This is an optimization exercise on Yosys and OpenROAD, whose aim is small area and a short achievable clock period, not a production implementation. Only simulation tests tie the RTL to the original design; equivalence was not proved. The clock input has no modelled driver; a real chip could not lean on it and would need a root buffer or a full tree.

==> v22 <==
==> flow/design.v (excerpt) <==
module mul32 (
    input             clk,
    input      [31:0] a,
    input      [31:0] b,
    output reg [63:0] product
);
clock: 30.0 ns
lec_check: 0
abc_area: 0
cap_margin: 20
core_margin: 2
core_utilization: 40
slew_margin: 20
synth_hierarchical: 1
synth_minimum_keep_size: 0
standard.sh (not shown) runs the stock make flow with config.mk's settings and CLKGATE_MAP_FILE= SYNTH_SCRIPT=/design/flow/synth_recipe.tcl, a recipe that flattens the netlist after the stock synthesis.
==> flow/flow/run.sh <==
#!/bin/bash
export BUFFER_PORTS_ARGS="-buffer_cell sky130_fd_sc_hd__buf_2"
export CTS_ARGS="-sink_clustering_enable -repair_clock_nets -dont_use_dummy_load"
export POST_CTS_TCL="$PWD/flow/clock_inv.tcl"
export SETUP_SLACK_MARGIN=23.30
export POST_GLOBAL_PLACE_TCL="$PWD/flow/keep_outputs.tcl"
export PRE_FINAL_REPORT_TCL="$PWD/flow/release.tcl"
bash standard.sh > standard.log 2>&1
==> flow/flow/keep_outputs.tcl <==
set block [ord::get_db_block]
set n 0
foreach bt [$block getBTerms] {
  if {[$bt getIoType] != "OUTPUT"} continue
  foreach it [[$bt getNet] getITerms] {
    if {[$it isOutputSignal]} {
      [$it getInst] setDoNotTouch 1
      incr n
    }
  }
}
puts "keep_outputs: $n output buffers marked dont_touch"
Other scripts of this flow, unchanged in this note and not shown: flow/flow/clock_inv.tcl, flow/flow/release.tcl
==> inputs of v5, as changes to v22 <==
==> flow/flow/run.sh (replaced) <==
#!/bin/bash
export BUFFER_PORTS_ARGS="-buffer_cell sky130_fd_sc_hd__buf_2"
export CTS_ARGS="-sink_clustering_enable -repair_clock_nets -dont_use_dummy_load"
export POST_CTS_TCL="$PWD/flow/clock_inv.tcl"
export SETUP_SLACK_MARGIN=23.35
export SETUP_MOVE_SEQUENCE="unbuffer,sizeup,swap"
export POST_GLOBAL_PLACE_TCL="$PWD/flow/keep_outputs.tcl"
export PRE_FINAL_REPORT_TCL="$PWD/flow/release.tcl"
# ORFS writes each step's full log under orfs/logs/; the make and DEF export
# output goes to standard.log.
bash standard.sh > standard.log 2>&1
==> flow/flow/keep_outputs.tcl (replaced) <==
set block [ord::get_db_block]
set die [$block getDieArea]
set cx [expr {([$die xMin] + [$die xMax]) / 2}]
set cy [expr {([$die yMin] + [$die yMax]) / 2}]
set n 0
set moved 0
foreach bt [$block getBTerms] {
  if {[$bt getIoType] != "OUTPUT"} continue
  foreach it [[$bt getNet] getITerms] {
    if {![$it isOutputSignal]} continue
    set buf [$it getInst]
    $buf setDoNotTouch 1
    incr n
    set bb [$buf getBBox]
    set bx [expr {([$bb xMin] + [$bb xMax]) / 2}]
    set by [expr {([$bb yMin] + [$bb yMax]) / 2}]
    foreach bi [$buf getITerms] {
      if {![$bi isInputSignal]} continue
      foreach d [[$bi getNet] getITerms] {
        if {![$d isOutputSignal]} continue
        set ff [$d getInst]
        if {![[$ff getMaster] isSequential]} continue
        # 4 um from the buffer towards the die centre
        set dx [expr {$cx - $bx}]
        set dy [expr {$cy - $by}]
        set len [expr {sqrt(double($dx) * $dx + double($dy) * $dy)}]
        if {$len < 1} { set len 1 }
        set step [expr {4.0 * [$block getDbUnitsPerMicron]}]
        set x [expr {int($bx + $dx / $len * $step)}]
        set y [expr {int($by + $dy / $len * $step)}]
        $ff setLocation $x $y
        incr moved
      }
    }
  }
}
puts "keep_outputs: $n output buffers marked dont_touch, $moved flip-flops moved next to them"
--- a/flow/config.mk
+++ b/flow/config.mk
@@ -6,5 +6,5 @@
 export NUM_CORES = 4
 export LEC_CHECK = 0
-export ABC_AREA = 0
+export ABC_AREA = 1
 export CAP_MARGIN = 20
 export CORE_MARGIN = 2
==> notes.md <==
Place WS = 23480 ps
Seq/Total Area, Yosys = 12.0%
# placed instances = 3095
fraction of area in multi-input gates = 76.7%
Final WS setup = 23400 ps
status = complete, no violations
the above is filed under v5

==> notes.md <==
fraction of area in multi-input gates = 74.1%
Place WS = 22210 ps
Seq/Total Area, Yosys = 12.1%
status = complete, no violations
the above is filed under v22

No run of this note takes its clock network from TritonCTS; it comes from the design's own scripts or RTL.

[re-timing with driven ports]
In the flow no input, the clock included, has a driving cell. The finished layouts below were timed again as built, in two steps.
Step 1 assumes that a clkbuf_16 drives the clock port and a buf_2 every other input.
Step 2 adds t to the input delays and takes it off the output delays; t is the mean of the earliest and latest rising clock arrival at the registers after step 1. Input paths then give back, and output paths get back, about the clock's delay inside the block.
a / b / c = ideal / step 1 / step 2; a / b = the first two.
run | t, ns | slack for setup (ns) | worst hold slack (ns)
v22 | 0.389 | 23.363 / 23.116 / 23.397 | 0.786 / 0.786 / 0.786
v5 | 0.366 | 23.404 / 23.169 / 23.499 | 0.773 / 0.773 / 0.773
After both steps every run listed still meets setup and hold.
